Background: an optimization exercise with open tools, aiming at small area. Do not read the settings as production practice. No run shown here included a check of the RTL's function; only the layout flow was run. Power figures rest on the tool's default switching activity, not on a simulated workload.

==> design/flow/design.v <==
module rgb_to_ycbcr_444(
  input wire in_reset,
  input wire in_clock,
  input wire [7:0] in_r,
  input wire [7:0] in_g,
  input wire [7:0] in_b,
  output reg [7:0] out_y,
  output reg [7:0] out_cb,
  output reg [7:0] out_cr
  );
  wire n0 = in_g[0] & in_b[0];
  wire n1, n2;
  fa_cell u_n1 (.a(in_r[0]), .b(in_g[1]), .c(in_b[1]), .s(n1), .co(n2));
  wire n3 = n0 & n1;
  wire n4, n5;
  fa_cell u_n4 (.a(in_r[1]), .b(in_g[2]), .c(in_b[2]), .s(n4), .co(n5));
  wire n6 = (n2 & n4) | (n2 & n3) | (n4 & n3);
  wire n7, n8;
  fa_cell u_n7 (.a(in_r[2]), .b(in_g[3]), .c(in_b[3]), .s(n7), .co(n8));
  wire n9, n10;
  fa_cell u_n9 (.a(in_b[0]), .b(n5), .c(n7), .s(n9), .co(n10));
  wire n11 = n9 & n6;
  wire n12, n13;
  fa_cell u_n12 (.a(in_r[3]), .b(in_g[4]), .c(in_b[4]), .s(n12), .co(n13));
  wire n14, n15;
  fa_cell u_n14 (.a(in_b[1]), .b(in_b[0]), .c(n8), .s(n14), .co(n15));
  wire n16, n17;
  fa_cell u_n16 (.a(n12), .b(n10), .c(n14), .s(n16), .co(n17));
  wire n18 = n11 & n16;
  wire n19, n20;
  fa_cell u_n19 (.a(in_r[4]), .b(in_g[5]), .c(in_b[5]), .s(n19), .co(n20));
  wire n21, n22;
  fa_cell u_n21 (.a(in_b[2]), .b(in_b[1]), .c(n13), .s(n21), .co(n22));
  wire n23, n24;
  fa_cell u_n23 (.a(n19), .b(n15), .c(n21), .s(n23), .co(n24));
  wire n25 = (n17 & n23) | (n17 & n18) | (n23 & n18);
  wire n26, n27;
  fa_cell u_n26 (.a(in_r[5]), .b(in_r[0]), .c(in_g[6]), .s(n26), .co(n27));
  wire n28, n29;
  fa_cell u_n28 (.a(in_b[6]), .b(in_b[3]), .c(in_b[2]), .s(n28), .co(n29));
  wire n30, n31;
  fa_cell u_n30 (.a(n20), .b(n26), .c(n28), .s(n30), .co(n31));
  wire n32, n33;
  fa_cell u_n32 (.a(n22), .b(n30), .c(n24), .s(n32), .co(n33));
  wire n34 = n32 & n25;
  wire n35, n36;
  fa_cell u_n35 (.a(in_r[6]), .b(in_r[1]), .c(in_g[7]), .s(n35), .co(n36));
  wire n37, n38;
  fa_cell u_n37 (.a(in_g[0]), .b(in_b[7]), .c(in_b[4]), .s(n37), .co(n38));
  wire n39, n40;
  fa_cell u_n39 (.a(in_b[3]), .b(n27), .c(n29), .s(n39), .co(n40));
  wire n41, n42;
  fa_cell u_n41 (.a(n35), .b(n37), .c(n31), .s(n41), .co(n42));
  wire n43, n44;
  fa_cell u_n43 (.a(n39), .b(n41), .c(n33), .s(n43), .co(n44));
  wire n45 = n34 & n43;
  wire n46, n47;
  fa_cell u_n46 (.a(in_r[7]), .b(in_r[2]), .c(in_g[1]), .s(n46), .co(n47));
  wire n48, n49;
  fa_cell u_n48 (.a(in_b[5]), .b(in_b[4]), .c(n36), .s(n48), .co(n49));
  wire n50, n51;
  fa_cell u_n50 (.a(n38), .b(n46), .c(n40), .s(n50), .co(n51));
  wire n52, n53;
  fa_cell u_n52 (.a(n48), .b(n42), .c(n50), .s(n52), .co(n53));
  wire n54, n55;
  fa_cell u_n54 (.a(n52), .b(n44), .c(n45), .s(n54), .co(n55));
  wire n56, n57;
  fa_cell u_n56 (.a(in_r[3]), .b(in_g[2]), .c(in_b[6]), .s(n56), .co(n57));
  wire n58, n59;
  fa_cell u_n58 (.a(in_b[5]), .b(n47), .c(n56), .s(n58), .co(n59));
  wire n60, n61;
  fa_cell u_n60 (.a(n49), .b(n58), .c(n51), .s(n60), .co(n61));
  wire n62, n63;
  fa_cell u_n62 (.a(n53), .b(n60), .c(n55), .s(n62), .co(n63));
  wire n64, n65;
  fa_cell u_n64 (.a(in_r[4]), .b(in_g[3]), .c(in_b[7]), .s(n64), .co(n65));
  wire n66, n67;
  fa_cell u_n66 (.a(in_b[6]), .b(n57), .c(n64), .s(n66), .co(n67));
  wire n68, n69;
  fa_cell u_n68 (.a(n59), .b(n66), .c(n61), .s(n68), .co(n69));
  wire n70, n71;
  ha_cell u_n70 (.a(n68), .b(n63), .s(n70), .co(n71));
  wire n72, n73;
  fa_cell u_n72 (.a(in_r[5]), .b(in_g[4]), .c(in_b[7]), .s(n72), .co(n73));
  wire n74, n75;
  fa_cell u_n74 (.a(n65), .b(n72), .c(n67), .s(n74), .co(n75));
  wire n76, n77;
  ha_cell u_n76 (.a(n74), .b(n69), .s(n76), .co(n77));
  wire n78, n79;
  fa_cell u_n78 (.a(in_r[6]), .b(in_g[5]), .c(n73), .s(n78), .co(n79));
  wire n80, n81;
  fa_cell u_n80 (.a(n78), .b(n75), .c(n77), .s(n80), .co(n81));
  wire n82, n83;
  fa_cell u_n82 (.a(in_r[7]), .b(in_g[6]), .c(n79), .s(n82), .co(n83));
  wire n84 = n76 & n71;
  wire n85 = n76 | n71;
  wire n86;
  xor_cell u_n86 (.a(n76), .b(n71), .y(n86));
  wire n87 = n82 & n81;
  wire n88 = n82 | n81;
  wire n89;
  xor_cell u_n89 (.a(n82), .b(n81), .y(n89));
  wire n90 = in_g[7] & n83;
  wire n91 = in_g[7] | n83;
  wire n92;
  xor_cell u_n92 (.a(in_g[7]), .b(n83), .y(n92));
  wire n93 = n80 | (1'b1 & n84);
  wire n94 = 1'b1 & n85;
  wire n95 = n90 | (n91 & n87);
  wire n96 = n91 & n88;
  wire n97 = n87 | (n88 & n93);
  wire n98 = n88 & n94;
  wire n99 = n95 | (n96 & n93);
  wire n100 = n96 & n94;
  wire n101 = 1'b0 | (1'b0 & n99);
  wire n102 = 1'b0 & n100;
  wire n103 = n84;
  wire n104;
  xor_cell u_n104 (.a(n80), .b(n103), .y(n104));
  wire n105 = n93;
  wire n106;
  xor_cell u_n106 (.a(n89), .b(n105), .y(n106));
  wire n107 = n97;
  wire n108;
  xor_cell u_n108 (.a(n92), .b(n107), .y(n108));
  wire n109 = n99;
  wire n110;
  xor_cell u_n110 (.a(in_b[0]), .b(in_g[0]), .y(n110));
  wire n111 = ~in_b[0] & in_g[0];
  wire n112, n113;
  fa_cell u_n112 (.a(~in_b[1]), .b(in_g[1]), .c(n111), .s(n112), .co(n113));
  wire n114 = in_b[2] & ~in_g[2];
  wire n115 = in_b[2] | ~in_g[2];
  wire n116;
  xor_cell u_n116 (.a(in_b[2]), .b(in_g[2]), .y(n116));
  wire n117 = in_b[3] & ~in_g[3];
  wire n118 = in_b[3] | ~in_g[3];
  wire n119;
  xor_cell u_n119 (.a(in_b[3]), .b(in_g[3]), .y(n119));
  wire n120 = in_b[4] & ~in_g[4];
  wire n121 = in_b[4] | ~in_g[4];
  wire n122;
  xor_cell u_n122 (.a(in_b[4]), .b(in_g[4]), .y(n122));
  wire n123 = in_b[5] & ~in_g[5];
  wire n124 = in_b[5] | ~in_g[5];
  wire n125;
  xor_cell u_n125 (.a(in_b[5]), .b(in_g[5]), .y(n125));
  wire n126 = in_b[6] & ~in_g[6];
  wire n127 = in_b[6] | ~in_g[6];
  wire n128;
  xor_cell u_n128 (.a(in_b[6]), .b(in_g[6]), .y(n128));
  wire n129 = in_b[7] & ~in_g[7];
  wire n130 = in_b[7] | ~in_g[7];
  wire n131;
  xor_cell u_n131 (.a(in_b[7]), .b(in_g[7]), .y(n131));
  wire n132 = n114 | (n115 & ~n113);
  wire n133 = n117 | (n118 & n132);
  wire n134 = n118 & n115;
  wire n135 = n123 | (n124 & n120);
  wire n136 = n124 & n121;
  wire n137 = n129 | (n130 & n126);
  wire n138 = n130 & n127;
  wire n139 = n120 | (n121 & n133);
  wire n140 = n121 & n134;
  wire n141 = n135 | (n136 & n133);
  wire n142 = n136 & n134;
  wire n143 = n126 | (n127 & n141);
  wire n144 = n127 & n142;
  wire n145 = n137 | (n138 & n141);
  wire n146 = n138 & n142;
  wire n147;
  xor_cell u_n147 (.a(n116), .b(n113), .y(n147));
  wire n148 = n132;
  wire n149;
  xor_cell u_n149 (.a(n119), .b(n148), .y(n149));
  wire n150 = n133;
  wire n151;
  xor_cell u_n151 (.a(n122), .b(n150), .y(n151));
  wire n152 = n139;
  wire n153;
  xor_cell u_n153 (.a(n125), .b(n152), .y(n153));
  wire n154 = n141;
  wire n155;
  xor_cell u_n155 (.a(n128), .b(n154), .y(n155));
  wire n156 = n143;
  wire n157;
  xor_cell u_n157 (.a(n131), .b(n156), .y(n157));
  wire n158 = n145;
  wire n159;
  xor_cell u_n159 (.a(in_r[0]), .b(in_g[0]), .y(n159));
  wire n160 = ~in_r[0] & in_g[0];
  wire n161, n162;
  fa_cell u_n161 (.a(~in_r[1]), .b(in_g[1]), .c(n160), .s(n161), .co(n162));
  wire n163 = in_r[2] & ~in_g[2];
  wire n164 = in_r[2] | ~in_g[2];
  wire n165;
  xor_cell u_n165 (.a(in_r[2]), .b(in_g[2]), .y(n165));
  wire n166 = in_r[3] & ~in_g[3];
  wire n167 = in_r[3] | ~in_g[3];
  wire n168;
  xor_cell u_n168 (.a(in_r[3]), .b(in_g[3]), .y(n168));
  wire n169 = in_r[4] & ~in_g[4];
  wire n170 = in_r[4] | ~in_g[4];
  wire n171;
  xor_cell u_n171 (.a(in_r[4]), .b(in_g[4]), .y(n171));
  wire n172 = in_r[5] & ~in_g[5];
  wire n173 = in_r[5] | ~in_g[5];
  wire n174;
  xor_cell u_n174 (.a(in_r[5]), .b(in_g[5]), .y(n174));
  wire n175 = in_r[6] & ~in_g[6];
  wire n176 = in_r[6] | ~in_g[6];
  wire n177;
  xor_cell u_n177 (.a(in_r[6]), .b(in_g[6]), .y(n177));
  wire n178 = in_r[7] & ~in_g[7];
  wire n179 = in_r[7] | ~in_g[7];
  wire n180;
  xor_cell u_n180 (.a(in_r[7]), .b(in_g[7]), .y(n180));
  wire n181 = n163 | (n164 & ~n162);
  wire n182 = n166 | (n167 & n181);
  wire n183 = n167 & n164;
  wire n184 = n172 | (n173 & n169);
  wire n185 = n173 & n170;
  wire n186 = n178 | (n179 & n175);
  wire n187 = n179 & n176;
  wire n188 = n169 | (n170 & n182);
  wire n189 = n170 & n183;
  wire n190 = n184 | (n185 & n182);
  wire n191 = n185 & n183;
  wire n192 = n175 | (n176 & n190);
  wire n193 = n176 & n191;
  wire n194 = n186 | (n187 & n190);
  wire n195 = n187 & n191;
  wire n196;
  xor_cell u_n196 (.a(n165), .b(n162), .y(n196));
  wire n197 = n181;
  wire n198;
  xor_cell u_n198 (.a(n168), .b(n197), .y(n198));
  wire n199 = n182;
  wire n200;
  xor_cell u_n200 (.a(n171), .b(n199), .y(n200));
  wire n201 = n188;
  wire n202;
  xor_cell u_n202 (.a(n174), .b(n201), .y(n202));
  wire n203 = n190;
  wire n204;
  xor_cell u_n204 (.a(n177), .b(n203), .y(n204));
  wire n205 = n192;
  wire n206;
  xor_cell u_n206 (.a(n180), .b(n205), .y(n206));
  wire n207 = n194;
  wire n208, n209;
  fa_cell u_n208 (.a(n159), .b(n159), .c(~n161), .s(n208), .co(n209));
  wire n210, n211;
  fa_cell u_n210 (.a(~n161), .b(n196), .c(n209), .s(n210), .co(n211));
  wire n212, n213;
  ha_cell u_n212 (.a(n110), .b(n196), .s(n212), .co(n213));
  wire n214;
  xor_cell u_n214 (.a(n198), .b(n212), .y(n214));
  wire n215 = n198 & ~n212;
  wire n216;
  xor_cell u_n216 (.a(n159), .b(n112), .y(n216));
  wire n217 = n159 & ~n112;
  wire n218, n219;
  fa_cell u_n218 (.a(n216), .b(~n213), .c(n198), .s(n218), .co(n219));
  wire n220, n221;
  ha_cell u_n220 (.a(n215), .b(n200), .s(n220), .co(n221));
  wire n222, n223;
  fa_cell u_n222 (.a(~n161), .b(n147), .c(n217), .s(n222), .co(n223));
  wire n224, n225;
  fa_cell u_n224 (.a(n200), .b(~n222), .c(n219), .s(n224), .co(n225));
  wire n226, n227;
  ha_cell u_n226 (.a(n221), .b(n202), .s(n226), .co(n227));
  wire n228, n229;
  fa_cell u_n228 (.a(n110), .b(~n196), .c(n149), .s(n228), .co(n229));
  wire n230, n231;
  fa_cell u_n230 (.a(~n223), .b(n204), .c(n202), .s(n230), .co(n231));
  wire n232, n233;
  fa_cell u_n232 (.a(n228), .b(n227), .c(n225), .s(n232), .co(n233));
  wire n234, n235;
  fa_cell u_n234 (.a(~n112), .b(n198), .c(n151), .s(n234), .co(n235));
  wire n236, n237;
  fa_cell u_n236 (.a(n229), .b(n204), .c(n206), .s(n236), .co(n237));
  wire n238, n239;
  fa_cell u_n238 (.a(n234), .b(n231), .c(n233), .s(n238), .co(n239));
  wire n240;
  xor_cell u_n240 (.a(n147), .b(n200), .y(n240));
  wire n241 = n147 | n200;
  wire n242, n243;
  fa_cell u_n242 (.a(~n153), .b(n207), .c(n240), .s(n242), .co(n243));
  wire n244, n245;
  fa_cell u_n244 (.a(n235), .b(n206), .c(~n242), .s(n244), .co(n245));
  wire n246, n247;
  fa_cell u_n246 (.a(n237), .b(n244), .c(n239), .s(n246), .co(n247));
  wire n248, n249;
  fa_cell u_n248 (.a(~n149), .b(n241), .c(n155), .s(n248), .co(n249));
  wire n250, n251;
  fa_cell u_n250 (.a(n207), .b(~n202), .c(n243), .s(n250), .co(n251));
  wire n252, n253;
  fa_cell u_n252 (.a(n248), .b(n245), .c(~n250), .s(n252), .co(n253));
  wire n254;
  xor_cell u_n254 (.a(n151), .b(n204), .y(n254));
  wire n255 = n151 & ~n204;
  wire n256, n257;
  fa_cell u_n256 (.a(n157), .b(n254), .c(n249), .s(n256), .co(n257));
  wire n258;
  xor_cell u_n258 (.a(n251), .b(n256), .y(n258));
  wire n259 = ~n251 & n256;
  wire n260, n261;
  fa_cell u_n260 (.a(n158), .b(n153), .c(n255), .s(n260), .co(n261));
  wire n262, n263;
  fa_cell u_n262 (.a(n206), .b(~n260), .c(n257), .s(n262), .co(n263));
  wire n264, n265;
  fa_cell u_n264 (.a(n155), .b(n207), .c(n261), .s(n264), .co(n265));
  wire n266, n267;
  ha_cell u_n266 (.a(n157), .b(n265), .s(n266), .co(n267));
  wire n268;
  xor_cell u_n268 (.a(n158), .b(n267), .y(n268));
  wire n269 = ~n208 & ~n210;
  wire n270 = ~n208 | ~n210;
  wire n271 = ~n214 & ~n211;
  wire n272 = ~n214 | ~n211;
  wire n273 = n218 & n220;
  wire n274 = n218 | n220;
  wire n275 = n226 & n224;
  wire n276 = n226 | n224;
  wire n277 = n230 & n232;
  wire n278 = n230 | n232;
  wire n279 = n236 & n238;
  wire n280 = n236 | n238;
  wire n281;
  xor_cell u_n281 (.a(n236), .b(n238), .y(n281));
  wire n282 = n252 & n247;
  wire n283 = n252 | n247;
  wire n284;
  xor_cell u_n284 (.a(n252), .b(n247), .y(n284));
  wire n285 = ~n258 & n253;
  wire n286 = ~n258 | n253;
  wire n287;
  xor_cell u_n287 (.a(n258), .b(n253), .y(n287));
  wire n288 = n259 & n262;
  wire n289 = n259 | n262;
  wire n290;
  xor_cell u_n290 (.a(n259), .b(n262), .y(n290));
  wire n291 = ~n264 & n263;
  wire n292 = ~n264 | n263;
  wire n293;
  xor_cell u_n293 (.a(n264), .b(n263), .y(n293));
  wire n294 = n271 | (n272 & n269);
  wire n295 = n272 & n270;
  wire n296 = n275 | (n276 & n273);
  wire n297 = n276 & n274;
  wire n298 = n279 | (n280 & n277);
  wire n299 = n280 & n278;
  wire n300 = n282 | (n283 & 1'b0);
  wire n301 = n283 & n246;
  wire n302 = n288 | (n289 & n285);
  wire n303 = n289 & n286;
  wire n304 = 1'b0 | (~n266 & n291);
  wire n305 = ~n266 & n292;
  wire n306 = n273 | (n274 & n294);
  wire n307 = n274 & n295;
  wire n308 = n296 | (n297 & n294);
  wire n309 = n297 & n295;
  wire n310 = 1'b0 | (n246 & n298);
  wire n311 = n246 & n299;
  wire n312 = n300 | (n301 & n298);
  wire n313 = n301 & n299;
  wire n314 = n291 | (n292 & n302);
  wire n315 = n292 & n303;
  wire n316 = n304 | (n305 & n302);
  wire n317 = n305 & n303;
  wire n318 = n277 | (n278 & n308);
  wire n319 = n278 & n309;
  wire n320 = n298 | (n299 & n308);
  wire n321 = n299 & n309;
  wire n322 = n310 | (n311 & n308);
  wire n323 = n311 & n309;
  wire n324 = n312 | (n313 & n308);
  wire n325 = n313 & n309;
  wire n326 = 1'b0 | (n268 & n316);
  wire n327 = n268 & n317;
  wire n328 = n285 | (n286 & n324);
  wire n329 = n286 & n325;
  wire n330 = n302 | (n303 & n324);
  wire n331 = n303 & n325;
  wire n332 = n314 | (n315 & n324);
  wire n333 = n315 & n325;
  wire n334 = n316 | (n317 & n324);
  wire n335 = n317 & n325;
  wire n336 = n326 | (n327 & n324);
  wire n337 = n327 & n325;
  wire n338 = n318;
  wire n339;
  xor_cell u_n339 (.a(n281), .b(n338), .y(n339));
  wire n340 = n320;
  wire n341;
  xor_cell u_n341 (.a(n246), .b(n340), .y(n341));
  wire n342 = n322;
  wire n343;
  xor_cell u_n343 (.a(n284), .b(n342), .y(n343));
  wire n344 = n324;
  wire n345;
  xor_cell u_n345 (.a(n287), .b(n344), .y(n345));
  wire n346 = n328;
  wire n347;
  xor_cell u_n347 (.a(n290), .b(n346), .y(n347));
  wire n348 = n330;
  wire n349;
  xor_cell u_n349 (.a(n293), .b(n348), .y(n349));
  wire n350 = n332;
  wire n351;
  xor_cell u_n351 (.a(n266), .b(n350), .y(n351));
  wire n352 = n334;
  wire n353;
  xor_cell u_n353 (.a(n268), .b(n352), .y(n353));
  wire n354;
  xor_cell u_n354 (.a(n159), .b(n110), .y(n354));
  wire n355 = n159 | n110;
  wire n356;
  xor_cell u_n356 (.a(n355), .b(n161), .y(n356));
  wire n357 = n355 & ~n161;
  wire n358, n359;
  ha_cell u_n358 (.a(n112), .b(n356), .s(n358), .co(n359));
  wire n360, n361;
  fa_cell u_n360 (.a(n196), .b(n147), .c(n357), .s(n360), .co(n361));
  wire n362;
  xor_cell u_n362 (.a(n359), .b(n360), .y(n362));
  wire n363 = n359 & ~n360;
  wire n364, n365;
  fa_cell u_n364 (.a(n159), .b(n198), .c(n149), .s(n364), .co(n365));
  wire n366, n367;
  fa_cell u_n366 (.a(~n361), .b(n363), .c(n155), .s(n366), .co(n367));
  wire n368, n369;
  fa_cell u_n368 (.a(~n161), .b(n200), .c(n151), .s(n368), .co(n369));
  wire n370, n371;
  fa_cell u_n370 (.a(n365), .b(n157), .c(n368), .s(n370), .co(n371));
  wire n372;
  xor_cell u_n372 (.a(n196), .b(n202), .y(n372));
  wire n373 = n196 | n202;
  wire n374, n375;
  fa_cell u_n374 (.a(~n158), .b(n153), .c(n369), .s(n374), .co(n375));
  wire n376, n377;
  fa_cell u_n376 (.a(~n372), .b(n371), .c(n374), .s(n376), .co(n377));
  wire n378;
  xor_cell u_n378 (.a(n198), .b(n204), .y(n378));
  wire n379 = n198 & ~n204;
  wire n380, n381;
  fa_cell u_n380 (.a(n155), .b(n373), .c(n378), .s(n380), .co(n381));
  wire n382, n383;
  ha_cell u_n382 (.a(n375), .b(n380), .s(n382), .co(n383));
  wire n384, n385;
  ha_cell u_n384 (.a(n200), .b(n379), .s(n384), .co(n385));
  wire n386, n387;
  fa_cell u_n386 (.a(n206), .b(n157), .c(~n384), .s(n386), .co(n387));
  wire n388, n389;
  fa_cell u_n388 (.a(n381), .b(n386), .c(n383), .s(n388), .co(n389));
  wire n390, n391;
  ha_cell u_n390 (.a(n207), .b(n202), .s(n390), .co(n391));
  wire n392, n393;
  fa_cell u_n392 (.a(n158), .b(n390), .c(n385), .s(n392), .co(n393));
  wire n394;
  xor_cell u_n394 (.a(n387), .b(n392), .y(n394));
  wire n395 = n387 & ~n392;
  wire n396, n397;
  fa_cell u_n396 (.a(n204), .b(n391), .c(n393), .s(n396), .co(n397));
  wire n398, n399;
  ha_cell u_n398 (.a(n206), .b(n397), .s(n398), .co(n399));
  wire n400;
  xor_cell u_n400 (.a(n207), .b(n399), .y(n400));
  wire n401 = n354 & n149;
  wire n402 = n354 | n149;
  wire n403 = n358 & n151;
  wire n404 = n358 | n151;
  wire n405 = n153 & ~n362;
  wire n406 = n153 | ~n362;
  wire n407 = n364 & n366;
  wire n408 = n364 | n366;
  wire n409 = n367 & n370;
  wire n410 = n367 | n370;
  wire n411;
  xor_cell u_n411 (.a(n367), .b(n370), .y(n411));
  wire n412 = n382 & n377;
  wire n413 = n382 | n377;
  wire n414;
  xor_cell u_n414 (.a(n382), .b(n377), .y(n414));
  wire n415 = ~n394 & n389;
  wire n416 = ~n394 | n389;
  wire n417;
  xor_cell u_n417 (.a(n394), .b(n389), .y(n417));
  wire n418 = n395 & ~n396;
  wire n419 = n395 | ~n396;
  wire n420;
  xor_cell u_n420 (.a(n395), .b(n396), .y(n420));
  wire n421 = ~n110 | (1'b1 & 1'b0);
  wire n422 = 1'b1 & 1'b0;
  wire n423 = 1'b0 | (~n147 & 1'b0);
  wire n424 = ~n147 & n112;
  wire n425 = n403 | (n404 & n401);
  wire n426 = n404 & n402;
  wire n427 = n407 | (n408 & n405);
  wire n428 = n408 & n406;
  wire n429 = 1'b0 | (n376 & n409);
  wire n430 = n376 & n410;
  wire n431 = 1'b0 | (n388 & n412);
  wire n432 = n388 & n413;
  wire n433 = n418 | (n419 & n415);
  wire n434 = n419 & n416;
  wire n435 = 1'b0 | (n400 & 1'b0);
  wire n436 = n400 & ~n398;
  wire n437 = 1'b0 | (n112 & n421);
  wire n438 = n112 & n422;
  wire n439 = n423 | (n424 & n421);
  wire n440 = n424 & n422;
  wire n441 = n405 | (n406 & n425);
  wire n442 = n406 & n426;
  wire n443 = n427 | (n428 & n425);
  wire n444 = n428 & n426;
  wire n445 = n412 | (n413 & n429);
  wire n446 = n413 & n430;
  wire n447 = n431 | (n432 & n429);
  wire n448 = n432 & n430;
  wire n449 = 1'b0 | (~n398 & n433);
  wire n450 = ~n398 & n434;
  wire n451 = n435 | (n436 & n433);
  wire n452 = n436 & n434;
  wire n453 = n401 | (n402 & n439);
  wire n454 = n402 & n440;
  wire n455 = n425 | (n426 & n439);
  wire n456 = n426 & n440;
  wire n457 = n441 | (n442 & n439);
  wire n458 = n442 & n440;
  wire n459 = n443 | (n444 & n439);
  wire n460 = n444 & n440;
  wire n461 = n415 | (n416 & n447);
  wire n462 = n416 & n448;
  wire n463 = n433 | (n434 & n447);
  wire n464 = n434 & n448;
  wire n465 = n449 | (n450 & n447);
  wire n466 = n450 & n448;
  wire n467 = n451 | (n452 & n447);
  wire n468 = n452 & n448;
  wire n469 = n409 | (n410 & n459);
  wire n470 = n410 & n460;
  wire n471 = n429 | (n430 & n459);
  wire n472 = n430 & n460;
  wire n473 = n445 | (n446 & n459);
  wire n474 = n446 & n460;
  wire n475 = n447 | (n448 & n459);
  wire n476 = n448 & n460;
  wire n477 = n461 | (n462 & n459);
  wire n478 = n462 & n460;
  wire n479 = n463 | (n464 & n459);
  wire n480 = n464 & n460;
  wire n481 = n465 | (n466 & n459);
  wire n482 = n466 & n460;
  wire n483 = n467 | (n468 & n459);
  wire n484 = n468 & n460;
  wire n485 = n459;
  wire n486;
  xor_cell u_n486 (.a(n411), .b(n485), .y(n486));
  wire n487 = n469;
  wire n488;
  xor_cell u_n488 (.a(n376), .b(n487), .y(n488));
  wire n489 = n471;
  wire n490;
  xor_cell u_n490 (.a(n414), .b(n489), .y(n490));
  wire n491 = n473;
  wire n492;
  xor_cell u_n492 (.a(n388), .b(n491), .y(n492));
  wire n493 = n475;
  wire n494;
  xor_cell u_n494 (.a(n417), .b(n493), .y(n494));
  wire n495 = n477;
  wire n496;
  xor_cell u_n496 (.a(n420), .b(n495), .y(n496));
  wire n497 = n479;
  wire n498;
  xor_cell u_n498 (.a(n398), .b(n497), .y(n498));
  wire n499 = n481;
  wire n500;
  xor_cell u_n500 (.a(n400), .b(n499), .y(n500));
  wire [7:0] y_d = {n109, n108, n106, ~n104, n86, n70, n62, n54};
  wire [7:0] cb_d = {n353, ~n351, ~n349, n347, ~n345, n343, n341, n339};
  wire [7:0] cr_d = {n500, ~n498, ~n496, ~n494, n492, n490, n488, n486};
  always @(posedge in_clock) begin
    if (in_reset) begin
      out_y <= 8'd0;
      out_cb <= 8'd0;
      out_cr <= 8'd0;
    end else begin
      out_y <= y_d;
      out_cb <= cb_d;
      out_cr <= cr_d;
    end
  end
endmodule
module fa_cell(input wire a, input wire b, input wire c, output wire s, output wire co);
  assign s = a ^ b ^ c;
  assign co = (a & b) | (a & c) | (b & c);
endmodule
module ha_cell(input wire a, input wire b, output wire s, output wire co);
  assign s = a ^ b;
  assign co = a & b;
endmodule
module xor_cell(input wire a, input wire b, output wire y);
  assign y = a ^ b;
endmodule
==> design/flow/flow/run.sh <==
#!/bin/bash
export BUFFER_PORTS_ARGS="-buffer_cell sky130_fd_sc_hd__buf_1"
bash standard.sh > standard.log 2>&1
==> design/flow/standard.sh <==
#!/bin/bash
# synth_recipe.tcl (not shown) runs the flow's synth.tcl, then flattens the netlist and writes it again
# the make line also repeats each setting of config.mk as NAME=value (left out here)
make -C /OpenROAD-flow-scripts/flow DESIGN_CONFIG=/design/flow/config.mk WORK_HOME=/design/flow/orfs CLKGATE_MAP_FILE= SYNTH_SCRIPT=/design/flow/synth_recipe.tcl "${@:-finish}"
==> design/flow/config.mk <==
export PLATFORM = sky130hd
export DESIGN_NAME = rgb_to_ycbcr_444
export DESIGN_NICKNAME = rgb_to_ycbcr_444
export VERILOG_FILES = /design/flow/design.v
export SDC_FILE = /design/flow/constraint.sdc
export NUM_CORES = 4
export LEC_CHECK = 0
export CAP_MARGIN = 20
export CORE_MARGIN = 2
export CORE_UTILIZATION = 60
export CTS_BUF_LIST = sky130_fd_sc_hd__clkbuf_4 sky130_fd_sc_hd__clkbuf_8
export GPL_TIMING_DRIVEN = 0
export SLEW_MARGIN = 20
export SYNTH_HIERARCHICAL = 1
export SYNTH_MINIMUM_KEEP_SIZE = 0
==> design/flow/constraint.sdc <==
create_clock -name core_clock -period 6.0 [get_ports {in_clock}]
set_input_delay 1.2000 -clock core_clock [delete_from_list [all_inputs] [get_ports {in_clock}]]
set_output_delay 1.2000 -clock core_clock [all_outputs]
set_load 0.01 [all_outputs]
==> out/results.ini, run 1 <==
[synth]
synth_largest_area_cell=sky130_fd_sc_hd__fa_1
post-synth-top-count-cell=sky130_fd_sc_hd__fa_1
synth.top_cells.by_area=sky130_fd_sc_hd__fa_1, sky130_fd_sc_hd__xor2_1, sky130_fd_sc_hd__dfxtp_1
synthesis.area_per_instance_um2=10.7
ys_seq_area_share_pct=13.4
syn_nets=443
yosysWarningCount=7
yosys_register_bits=24
synthCells=335
number_of_enable_type_register_cells_in_the_synthesized_netlist=0
synth_common_cells=sky130_fd_sc_hd__fa_1, sky130_fd_sc_hd__xor2_1, sky130_fd_sc_hd__nor2b_1
async_flop_share_pct=0
yosys.area.top_type_share_pct=39.7
postSynth.topFlopCell=sky130_fd_sc_hd__dfxtp_1
post_synth_instance_area_um2=3580
netlist-cell-type-count=38

[clock_tree]
clockBufferDepth=2
clk_root_buffer_cell=sky130_fd_sc_hd__clkbuf_8
cts_buffers=3
cts.sinks=24
ctsHtreeMaxLevel=1
tritoncts=done
worst_setup_hold_path_clk_slew_ns=0.08

[layout]
drive_above_1_share_pct=8.88
count_of_non_filler_cells_in_the_finished_layout=469
multiInputGateArea_um2=3130
layout-area-overhead-vs-synth_pct=14.2
n_fill_cell=459
num-nets-final=503
seqCellArea_um2=480
antenna_cells=0

[setup_path]
cp.arrival_ns=5.96
timing.critical_path.slowest_cell_delay_ns=0.58
cp-start-kind=primary input
crit_path_cell_trace=buf_1, nor2b_1, fa_1, nand2b_1, a221o_1, a31oi_1, o22ai_1, a31oi_2, maj3_2, fa_1, inv_1, fa_1, fa_2, o2111a_1, o31ai_4, a311oi_2, xor2_1, nor2b_1
crit_path_end_kind=register
crit_path_frequent_cell=sky130_fd_sc_hd__fa_1
worst_ep_required_time_ns=6.20
critical_path.top_delay_family=adder cells
timing.critical_path.fanout_max=6
critPathKind=in -> reg
cp_slowest_cell=sky130_fd_sc_hd__fa_2
critical_path_buf_inv_count=2

[global_route]
antenna_violations_before_repair=0
global_route.usage.total_pct=24.0
wire_length_of_the_first_global_routing_pass_mm=11.9
grt_overflow_total=0
grt_pass1_vias=2551
grt_max_degree=14

[power_and_ir_drop]
total_power_mw=2.21
vdd_drop_max_mv=0.406
leakage_nw=1.71
power_density_nw_per_um2=540

[timing]
hold_violations=0
setup_viol=0
worst_slew_pin_slew_ns=0.791
finalCriticalPeriod_ns=5.76
timing.hold.ws_ns=1.24
fin_setup_tns_ns=0
worst_slew_margin_rel_pct=47.1
timing_limited_maximum_frequency_mhz=174
report.final.slew_viol_count=0
timing.final.crit_share_pct=95.9

[place]
gp_routability_congestion=0.859
detailed_place_hpwl_mm=6.00
numPortBuffers=49
dpl_cells=459

[detailed_routing]
detail_route.drc_violations=0
via_density=5.19
route.final.wire_length_mm=7.15
drtIter0Drc=52
first_pass_iters=4
final_antenna_violating_net_count=0
routedWlPerCell_um=15.2
vias=2433

[die]
top_level_ports=50
initial_standard_cell_utilization_of_the_core_pct=61.2
rows=28
die_area_um2=6600
die_width_um=81.3
core_area_um2=5850
die_h_um=81.3

[run]
max-cap-violations=0

[run_status]
status=finished clean

[hold_path]
hold_path_class=in -> reg

per-stage QoR:
stage / setup WS, ns / instance area (µm²) / util [%]
floorplan: 0.350 / 3580 / -
global placement: -0.344 / 3860 / 66.0
detailed placement: -0.487 / 3860 / 66.0
CTS: 0.00696 / 3940 / 67.4
global route: -0.0153 / 4090 / 69.9
finish: 0.243 / 4090 / 69.9
cell usage in the layout, fill, tap and decap left out, types with 2 or more instances in the layout:
cell,n
sky130_fd_sc_hd__a211oi_1,3
sky130_fd_sc_hd__a21o_1,3
sky130_fd_sc_hd__a21oi_1,9
sky130_fd_sc_hd__a2bb2oi_1,2
sky130_fd_sc_hd__a31oi_1,3
sky130_fd_sc_hd__and2_1,5
sky130_fd_sc_hd__and3_1,3
sky130_fd_sc_hd__buf_1,47
sky130_fd_sc_hd__buf_2,2
sky130_fd_sc_hd__buf_4,6
sky130_fd_sc_hd__clkbuf_1,2
sky130_fd_sc_hd__clkbuf_8,4
sky130_fd_sc_hd__clkinv_1,2
sky130_fd_sc_hd__dfxtp_1,24
sky130_fd_sc_hd__fa_1,70
sky130_fd_sc_hd__ha_1,11
sky130_fd_sc_hd__inv_1,23
sky130_fd_sc_hd__maj3_1,7
sky130_fd_sc_hd__maj3_2,4
sky130_fd_sc_hd__nand2_1,10
sky130_fd_sc_hd__nand2b_1,6
sky130_fd_sc_hd__nor2_1,18
sky130_fd_sc_hd__nor2b_1,31
sky130_fd_sc_hd__o21ai_0,3
sky130_fd_sc_hd__o22ai_1,2
sky130_fd_sc_hd__o2bb2ai_1,3
sky130_fd_sc_hd__or2_1,3
sky130_fd_sc_hd__or2_2,2
sky130_fd_sc_hd__xor2_1,61
sky130_fd_sc_hd__xor2_2,7
sky130_fd_sc_hd__xor2_4,2
layer usage:
| layer | part of all wire [%] | wire length [µm] | vias up | global-route usage, % |
|---|---|---|---|---|
| met5 | 0 | 0 | - | 0 |
| met4 | 0.20 | 14 | 0 | 2.03 |
| met3 | 2.4 | 172 | 2 | 3.33 |
| met2 | 54 | 3820 | 39 | 43.4 |
| met1 | 44 | 3140 | 1205 | 32.1 |
| li1 | - | - | 1187 | - |
path summary, 6_finish.rpt:
check / start / endpoint / slack [ns] / cells past startpoint
worst min-delay path: in_reset / out_cb[0]$_SDFF_PP0_ / 1.24 / 2
worst max-delay path: in_g[0] / out_cb[7]$_SDFF_PP0_ / 0.24 / 18
cell type report:
| cell class | count | share of cell area, % |
|---|---|---|
| flip-flops and latches | 24 | 11.7 |
| repair buffers | 55 | 5.66 |
| well taps | 75 | 2.29 |
| inverters | 26 | 2.39 |
| multi-input cells | 283 | 76.4 |
| plain buffers | 2 | 0.183 |
| clock buffers | 4 | 1.35 |
sequential cells by signal (all words and copies together) (netlist names):
name	cells
out_cr	8
out_cb	8
out_y	8
modules after synthesis (local to each module, per instance):
module / cell area, µm² / flip-flops and latches
rgb_to_ycbcr_444: 1410 / 24
xor_cell: 8.76 / 0
fa_cell: 20.0 / 0
ha_cell: 12.5 / 0
power by group:
part | internal (mW) | leakage, nW | switching [mW]
Clock | 0.0585 | 0.0288 | 0.0501
Sequential | 0.240 | 0.200 | 0.0141
Combinational | 0.868 | 1.49 | 0.977
kinds of logic (layout without fill, tap and decap cells):
logic type      count (synthesis)  after routing  synth area share [%]
simple gates                   80             80                  11.9
xor+xnor                       70             70                  17.1
flops                          24             24                  13.4
compound gates                 40             40                  7.89
fa+ha+maj                      93             93                  46.7
buf+inv                        28             87                  2.93
timing repair:
item                       in CTS  in global routing
resized for setup               6                 15
setup buffers                   0                  6
hold buffers                    0                  0
setup endpoints to repair       5                  6
pin swaps                       1                  3
==> run 2: changes to the inputs <==
--- a/design/flow/design.v
+++ b/design/flow/design.v
@@ -119,10 +119,10 @@
   xor_cell u_n104 (.a(n80), .b(n103), .y(n104));
   wire n105 = n93;
   wire n106;
-  xor_cell u_n106 (.a(n89), .b(n105), .y(n106));
+  xnor_cell u_n106 (.a(n89), .b(n105), .y(n106));
   wire n107 = n97;
   wire n108;
-  xor_cell u_n108 (.a(n92), .b(n107), .y(n108));
+  xnor_cell u_n108 (.a(n92), .b(n107), .y(n108));
   wire n109 = n99;
   wire n110;
   xor_cell u_n110 (.a(in_b[0]), .b(in_g[0]), .y(n110));
@@ -391,19 +391,19 @@
   wire n337 = n327 & n325;
   wire n338 = n318;
   wire n339;
-  xor_cell u_n339 (.a(n281), .b(n338), .y(n339));
+  xnor_cell u_n339 (.a(n281), .b(n338), .y(n339));
   wire n340 = n320;
   wire n341;
-  xor_cell u_n341 (.a(n246), .b(n340), .y(n341));
+  xnor_cell u_n341 (.a(n246), .b(n340), .y(n341));
   wire n342 = n322;
   wire n343;
-  xor_cell u_n343 (.a(n284), .b(n342), .y(n343));
+  xnor_cell u_n343 (.a(n284), .b(n342), .y(n343));
   wire n344 = n324;
   wire n345;
   xor_cell u_n345 (.a(n287), .b(n344), .y(n345));
   wire n346 = n328;
   wire n347;
-  xor_cell u_n347 (.a(n290), .b(n346), .y(n347));
+  xnor_cell u_n347 (.a(n290), .b(n346), .y(n347));
   wire n348 = n330;
   wire n349;
   xor_cell u_n349 (.a(n293), .b(n348), .y(n349));
@@ -412,7 +412,7 @@
   xor_cell u_n351 (.a(n266), .b(n350), .y(n351));
   wire n352 = n334;
   wire n353;
-  xor_cell u_n353 (.a(n268), .b(n352), .y(n353));
+  xnor_cell u_n353 (.a(n268), .b(n352), .y(n353));
   wire n354;
   xor_cell u_n354 (.a(n159), .b(n110), .y(n354));
   wire n355 = n159 | n110;
@@ -557,16 +557,16 @@
   wire n484 = n468 & n460;
   wire n485 = n459;
   wire n486;
-  xor_cell u_n486 (.a(n411), .b(n485), .y(n486));
+  xnor_cell u_n486 (.a(n411), .b(n485), .y(n486));
   wire n487 = n469;
   wire n488;
-  xor_cell u_n488 (.a(n376), .b(n487), .y(n488));
+  xnor_cell u_n488 (.a(n376), .b(n487), .y(n488));
   wire n489 = n471;
   wire n490;
-  xor_cell u_n490 (.a(n414), .b(n489), .y(n490));
+  xnor_cell u_n490 (.a(n414), .b(n489), .y(n490));
   wire n491 = n473;
   wire n492;
-  xor_cell u_n492 (.a(n388), .b(n491), .y(n492));
+  xnor_cell u_n492 (.a(n388), .b(n491), .y(n492));
   wire n493 = n475;
   wire n494;
   xor_cell u_n494 (.a(n417), .b(n493), .y(n494));
@@ -578,10 +578,10 @@
   xor_cell u_n498 (.a(n398), .b(n497), .y(n498));
   wire n499 = n481;
   wire n500;
-  xor_cell u_n500 (.a(n400), .b(n499), .y(n500));
-  wire [7:0] y_d = {n109, n108, n106, ~n104, n86, n70, n62, n54};
-  wire [7:0] cb_d = {n353, ~n351, ~n349, n347, ~n345, n343, n341, n339};
-  wire [7:0] cr_d = {n500, ~n498, ~n496, ~n494, n492, n490, n488, n486};
+  xnor_cell u_n500 (.a(n400), .b(n499), .y(n500));
+  wire [7:0] y_d = {n109, ~n108, ~n106, ~n104, n86, n70, n62, n54};
+  wire [7:0] cb_d = {~n353, ~n351, ~n349, ~n347, ~n345, ~n343, ~n341, ~n339};
+  wire [7:0] cr_d = {~n500, ~n498, ~n496, ~n494, ~n492, ~n490, ~n488, ~n486};
   always @(posedge in_clock) begin
     if (in_reset) begin
       out_y <= 8'd0;
@@ -602,6 +602,9 @@
   assign s = a ^ b;
   assign co = a & b;
 endmodule
+module xnor_cell(input wire a, input wire b, output wire y);
+  assign y = ~(a ^ b);
+endmodule
 module xor_cell(input wire a, input wire b, output wire y);
   assign y = a ^ b;
 endmodule
==> design/flow/flow/run.sh (replaced) <==
#!/bin/bash
export BUFFER_PORTS_ARGS="-buffer_cell sky130_fd_sc_hd__buf_1"
export CTS_ARGS="-sink_clustering_enable -repair_clock_nets -dont_use_dummy_load -buf_list {sky130_fd_sc_hd__clkbuf_4 sky130_fd_sc_hd__clkbuf_8}"
bash standard.sh > standard.log 2>&1
==> out/results.ini, run 2 <==
[run_status]
status=finished clean

[clock_tree]
cts.sinks=24
worst_setup_hold_path_clk_slew_ns=0.07
cts_hold_repair.buffers=0
cts_buffers=3
clk_root_buffer_cell=sky130_fd_sc_hd__clkbuf_8
clockBufferDepth=2
tritoncts=done
ctsHtreeMaxLevel=1

[global_route]
global_route.usage.total_pct=23.3
grt_pass1_vias=2527
grt_overflow_total=0
antenna_violations_before_repair=0
grt_max_degree=15
wire_length_of_the_first_global_routing_pass_mm=11.6

[die]
die_width_um=80.9
die_area_um2=6550
top_level_ports=50
die_h_um=80.9
rows=28
initial_standard_cell_utilization_of_the_core_pct=61.1
core_area_um2=5820

[layout]
num-nets-final=499
layout.cells.most_common=sky130_fd_sc_hd__fa_1
layout.cells.most_common_list=sky130_fd_sc_hd__fa_1, sky130_fd_sc_hd__xor2_1, sky130_fd_sc_hd__buf_1
drive_above_1_share_pct=6.94
antenna_cells=0
count_of_non_filler_cells_in_the_finished_layout=464
reg.largest.list=out_cb (8), out_cr (8), out_y (8)
layout-area-overhead-vs-synth_pct=12.2

[detailed_routing]
final_antenna_violating_net_count=0
wl_met2_mm=3.30
top_layer_used=met4
vias=2439
first_pass_iters=4
via_density=5.26
route.final.wire_length_mm=6.77
wl_met3_um=327
routedWlPerCell_um=14.6
wirelength_met1_mm=3.09
detail_route.drc_violations=0
drtIter0Drc=70

[synth]
netlist-cell-type-count=39
async_flop_share_pct=0
postSynth.topFlopCell=sky130_fd_sc_hd__dfxtp_1
synth.top_cells.by_area=sky130_fd_sc_hd__fa_1, sky130_fd_sc_hd__xor2_1, sky130_fd_sc_hd__dfxtp_1
synth_common_cells=sky130_fd_sc_hd__fa_1, sky130_fd_sc_hd__xor2_1, sky130_fd_sc_hd__nor2_1
post-synth-top-count-cell=sky130_fd_sc_hd__fa_1
synthesis.area_per_instance_um2=10.6
syn_nets=443
synthCells=335
synth_largest_area_cell=sky130_fd_sc_hd__fa_1
yosysWarningCount=7
number_of_enable_type_register_cells_in_the_synthesized_netlist=0
post_synth_instance_area_um2=3550
yosys_register_bits=24
ys_seq_area_share_pct=13.5
yosys.area.top_type_share_pct=40.0

[timing]
finalCriticalPeriod_ns=5.77
fin_setup_tns_ns=0
report.final.slew_viol_count=0
timing_limited_maximum_frequency_mhz=173
timing.hold.ws_ns=1.25
setup_viol=0
worst_slew_margin_rel_pct=43.0
timing.final.crit_share_pct=96.2
worst_slew_pin_slew_ns=0.852
hold_violations=0

[place]
detailed_place_hpwl_mm=5.67
numPortBuffers=49
gp_routability_congestion=0.862
dpl_cells=459

[setup_path]
cp-start-kind=primary input
cp.arrival_ns=5.90
crit_path_end_kind=register
critPathKind=in -> reg
crit_path_start=in_g[0]
timing.critical_path.fanout_max=6
endpoint=out_cb[7]$_SDFF_PP0_
worst_ep_required_time_ns=6.13

[power_and_ir_drop]
leakage_nw=1.65
power_frac_seq_pct=11.7
total_power_mw=2.19
switching_share_of_power_pct=47.9
power.share.combinational_pct=84.0
p_clk_share_pct=4.3
power_density_nw_per_um2=550
netSwitchingPower_mw=1.05
intPower_mw=1.14
vdd_drop_max_mv=0.418

[run]
max-cap-violations=0

[hold_path]
hold_path_class=in -> reg

==> run 2: per-stage QoR <==
stage	area, µm²	setup slack [ns]	utilization (%)
2_1_floorplan	3550	0.414	-
3_3_place_gp	3830	-0.356	65.9
3_5_place_dp	3830	-0.409	65.9
4_1_cts	3900	0.00527	67.1
5_1_grt	3990	-0.00167	68.5
6_report	3990	0.231	68.5
==> run 2: final cells by class <==
cell class | count | area [µm²]
Fill cell | 478 | 1830
Multi-Input combinational cell | 283 | 3060
Buffer | 2 | 7.51
Tap cell | 75 | 93.8
Sequential cell | 24 | 480
Clock buffer | 3 | 41.3
Inverter | 26 | 97.6
Timing Repair Buffer | 51 | 203
==> run 2: modules after synthesis, one instance, submodules excluded <==
| module | area (µm²) | cells inside | times used | flip-flops and latches |
|---|---|---|---|---|
| xor_cell | 8.76 | 1 | 58 | 0 |
| xnor_cell | 8.76 | 1 | 12 | 0 |
| fa_cell | 20.0 | 1 | 71 | 0 |
| rgb_to_ycbcr_444 | 1380 | 183 | 1 | 24 |
| ha_cell | 12.5 | 1 | 11 | 0 |
==> run 2: how the worst min path moves through the flow <==
stage                     startpoint                   to  slack [ns]  cells past startpoint
after floorplan             in_reset  out_y[0]$_SDFF_PP0_        1.27                      1
final                       in_reset  out_y[1]$_SDFF_PP0_        1.25                      2
after detailed placement    in_reset  out_y[0]$_SDFF_PP0_        1.52                      2
after CTS                   in_reset  out_y[1]$_SDFF_PP0_        1.26                      2
after global placement      in_reset  out_y[1]$_SDFF_PP0_        1.52                      2
after global routing        in_reset  out_y[1]$_SDFF_PP0_        1.28                      2
==> run 2: cell families (layout without fill, tap and decap cells) <==
family                   count (synthesis)  in the layout  synth area share [%]
AO/OA/AOI/OAI                           40             40                  7.96
XOR/XNOR                                70             70                  17.3
buffers and inverters                   28             82                  2.96
AND/OR/NAND/NOR                         80             80                  11.2
adder cells (fa/ha/maj)                 93             93                  47.1
flip-flops                              24             24                  13.5
==> run 2: repair_timing <==
action,4_1_cts,5_1_grt
cloned,0,0
pin swaps,1,2
setup buffers,1,1
setup endpoints to repair,3,6
resized for setup,4,14
==> run 2: power by group through the flow <==
| stage | registers [mW] | clock network, mW | logic (mW) |
|---|---|---|---|
| after global routing | 0.262 | 0.104 | 2.08 |
| after CTS | 0.256 | 0.100 | 1.78 |
| after detailed placement | 0.259 | 0 | 1.76 |
| final | 0.256 | 0.0945 | 1.84 |
| after floorplan | 0.294 | 0 | 1.42 |
| after global placement | 0.257 | 0 | 1.74 |
==> run 2: worst max-delay path, stage by stage <==
cell and delay [ns]:
sky130_fd_sc_hd__clkbuf_2 0.17, sky130_fd_sc_hd__nor2b_1 0.17, sky130_fd_sc_hd__fa_1 0.44, sky130_fd_sc_hd__nand2b_1 0.19
sky130_fd_sc_hd__a221o_1 0.35, sky130_fd_sc_hd__a31oi_1 0.22, sky130_fd_sc_hd__o22ai_1 0.16, sky130_fd_sc_hd__a31oi_2 0.25
sky130_fd_sc_hd__maj3_2 0.26, sky130_fd_sc_hd__fa_1 0.43, sky130_fd_sc_hd__inv_1 0.08, sky130_fd_sc_hd__fa_1 0.43
sky130_fd_sc_hd__fa_1 0.48, sky130_fd_sc_hd__o2111a_1 0.35, sky130_fd_sc_hd__o31ai_4 0.29, sky130_fd_sc_hd__a311oi_2 0.15
sky130_fd_sc_hd__xnor2_1 0.20, sky130_fd_sc_hd__nor2_1 0.08
==> run 2: layer usage <==
metal | GRT usage, % | vias up
met5 | 0 | -
met4 | 4.41 | 0
met3 | 4.00 | 5
met2 | 39.1 | 48
met1 | 32.4 | 1208
li1 | - | 1178
==> run 3: changes to the inputs <==
--- a/design/flow/config.mk
+++ b/design/flow/config.mk
@@ -13,3 +13,4 @@
 export SLEW_MARGIN = 20
 export SYNTH_HIERARCHICAL = 1
 export SYNTH_MINIMUM_KEEP_SIZE = 0
+export TNS_END_PERCENT = 0
==> out/results.ini, run 3 <==
[synth]
synth_common_cells=sky130_fd_sc_hd__fa_1, sky130_fd_sc_hd__xor2_1, sky130_fd_sc_hd__nor2_1
ys_seq_area_share_pct=13.5
postSynth.topFlopCell=sky130_fd_sc_hd__dfxtp_1
yosysWarningCount=7
post_synth_instance_area_um2=3550
yosys.area.top_type_share_pct=40.0
post-synth-top-count-cell=sky130_fd_sc_hd__fa_1
netlist-cell-type-count=39
synth_largest_area_cell=sky130_fd_sc_hd__fa_1
syn_nets=443
synthesis.area_per_instance_um2=10.6
async_flop_share_pct=0
yosys_register_bits=24
synth.top_cells.by_area=sky130_fd_sc_hd__fa_1, sky130_fd_sc_hd__xor2_1, sky130_fd_sc_hd__dfxtp_1
number_of_enable_type_register_cells_in_the_synthesized_netlist=0
synthCells=335

[detailed_routing]
vias=2439
drtIter0Drc=70
route.final.wire_length_mm=6.77
via_density=5.26
first_pass_iters=4
final_antenna_violating_net_count=0
detail_route.drc_violations=0
routedWlPerCell_um=14.6

[setup_path]
timing.critical_path.fanout_max=6
cp_slowest_cell=sky130_fd_sc_hd__fa_1
critical_path_buf_inv_count=2
timing.critical_path.slowest_cell_delay_ns=0.48
cp-start-kind=primary input
crit_path_end_kind=register
crit_path_frequent_cell=sky130_fd_sc_hd__fa_1
critPathKind=in -> reg
cp.arrival_ns=5.90
crit_path_cell_trace=clkbuf_2, nor2b_1, fa_1, nand2b_1, a221o_1, a31oi_1, o22ai_1, a31oi_2, maj3_2, fa_1, inv_1, fa_1, fa_1, o2111a_1, o31ai_4, a311oi_2, xnor2_1, nor2_1
critical_path.top_delay_family=adder cells
worst_ep_required_time_ns=6.13
crit_path_start=in_g[0]

[layout]
antenna_cells=0
n_fill_cell=478
drive_above_1_share_pct=6.94
layout.cells.most_common=sky130_fd_sc_hd__fa_1
layout.cells.most_common_list=sky130_fd_sc_hd__fa_1, sky130_fd_sc_hd__xor2_1, sky130_fd_sc_hd__buf_1
num-nets-final=499
layout-area-overhead-vs-synth_pct=12.2
count_of_non_filler_cells_in_the_finished_layout=464
reg.largest.list=out_cb (8), out_cr (8), out_y (8)
postLayoutCoreUtil_pct=68.5

[clock_tree]
worst_setup_hold_path_clk_slew_ns=0.07
cts_hold_repair.buffers=0
clockBufferDepth=2
clk_root_buffer_cell=sky130_fd_sc_hd__clkbuf_8
cts.sinks=24
ctsHtreeMaxLevel=1
tritoncts=done
cts_buffers=3

[die]
rows=28
die_h_um=80.9
core_area_um2=5820
initial_standard_cell_utilization_of_the_core_pct=61.1
die_width_um=80.9
die_area_um2=6550
top_level_ports=50

[global_route]
grt_max_degree=15
global_route.usage.total_pct=23.3
grt_overflow_total=0
grt_pass1_vias=2527
antenna_violations_before_repair=0
wire_length_of_the_first_global_routing_pass_mm=11.6

[power_and_ir_drop]
power_frac_seq_pct=11.7
p_clk_share_pct=4.3
leakage_nw=1.65
power.share.combinational_pct=84.0
power_density_nw_per_um2=550
switching_share_of_power_pct=47.9
vdd_drop_max_mv=0.418
intPower_mw=1.14
netSwitchingPower_mw=1.05

[timing]
worst_slew_pin_slew_ns=0.852
report.final.slew_viol_count=0
timing_limited_maximum_frequency_mhz=173
hold_violations=0
timing.final.crit_share_pct=96.2
timing.hold.ws_ns=1.25
worst_slew_margin_rel_pct=43.0
finalCriticalPeriod_ns=5.77
fin_setup_tns_ns=0
setup_viol=0
setup_slack_ns=0.231

[place]
pre_cts_ws_ns=-0.409
detailed_place_hpwl_mm=5.67
gp_routability_congestion=0.862
dpl_cells=459
numPortBuffers=49

[run_status]
status=finished clean

[run]
max-cap-violations=0

[hold_path]
hold_path_class=in -> reg
worst_hold_startpoint=in_reset

[run 3: cell counts in the layout (fill, tap and decap cells not counted)]
Identical to the previous run, type by type.
[run 3: kinds of logic after synthesis]
family | Yosys count | synth area share (%)
compound gates | 40 | 7.96
xor+xnor | 70 | 17.3
fa+ha+maj | 93 | 47.1
buf+inv | 28 | 2.96
flops | 24 | 13.5
simple gates | 80 | 11.2
[run 3: cell type report]
type                            count  area [µm²]  area share (%)
Multi-Input combinational cell    283        3060            76.8
Timing Repair Buffer               51         203            5.09
Sequential cell                    24         480            12.1
Clock buffer                        3        41.3            1.04
Buffer                              2        7.51           0.188
Inverter                           26        97.6            2.45
Tap cell                           75        93.8            2.35
[run 3: per-layer routing]
metal	vias to the layer above	wire length, µm	track usage, %
met3	5	327	4.00
met5	-	0	0
met1	1208	3090	32.4
met2	48	3300	39.1
li1	1178	-	-
met4	0	50	4.41
[run 3: repair_timing]
item / in CTS / in global routing
endpoints found under the setup margin: 3 / 6
buffers inserted: 1 / 1
pin swaps: 1 / 2
resized for setup: 4 / 14
[run 3: power groups by stage]
stage / sequential [mW] / clock, mW / combinational (mW)
final: 0.256 / 0.0945 / 1.84
after global routing: 0.262 / 0.104 / 2.08
after CTS: 0.256 / 0.100 / 1.78
after detailed placement: 0.259 / 0 / 1.76
after global placement: 0.257 / 0 / 1.74
after floorplan: 0.294 / 0 / 1.42
[run 3: through the flow]
| step | area (µm²) | power (mW) |
|---|---|---|
| after CTS | 3900 | 2.14 |
| final | 3990 | 2.19 |
| after detailed placement | 3830 | 2.02 |
| after global routing | 3990 | 2.45 |
| after global placement | 3830 | 1.99 |
| after floorplan | 3550 | 1.71 |
[run 3: per-module statistics from Yosys (local to each module, per instance)]
module,flops+latches,copies in the design
xnor_cell,0,12
ha_cell,0,11
xor_cell,0,58
rgb_to_ycbcr_444,24,1
fa_cell,0,71
[run 3: worst paths after layout]
kind | end | slack [ns] | depth (start not counted)
setup / recovery | out_cb[7]$_SDFF_PP0_ | 0.23 | 18
hold / removal | out_y[1]$_SDFF_PP0_ | 1.25 | 2

-- re-timing with driven ports --
The flow's constraints put no driver on any port. The routed layouts listed below were extracted and timed again, unchanged, in two steps.
Step 1: set_driving_cell puts a clkbuf_16 on in_clock and a buf_2 on each other input, an assumption about the parent block.
Step 2, shift: input delay + t, output delay - t, t = (earliest + latest rising clock arrival at the registers) / 2. This alone moves slack from input paths to output paths.
Three values: no drivers, after step 1, after step 2; two values: the first two.
| run | t, ns | setup slack, ns | clock arrival spread, ns | cell pins on the clock port's net |
|---|---|---|---|---|
| run 1 | 0.288 | 0.243 / 0.248 / -0.040 | 0.002 / 0.002 | 1 |
| run 2 | 0.292 | 0.231 / 0.240 / -0.053 | 0.026 / 0.025 | 1 |
| run 3 | 0.292 | 0.231 / 0.240 / -0.053 | 0.026 / 0.025 | 1 |
Met with ideal ports but missed after step 2: setup timing in every run listed.
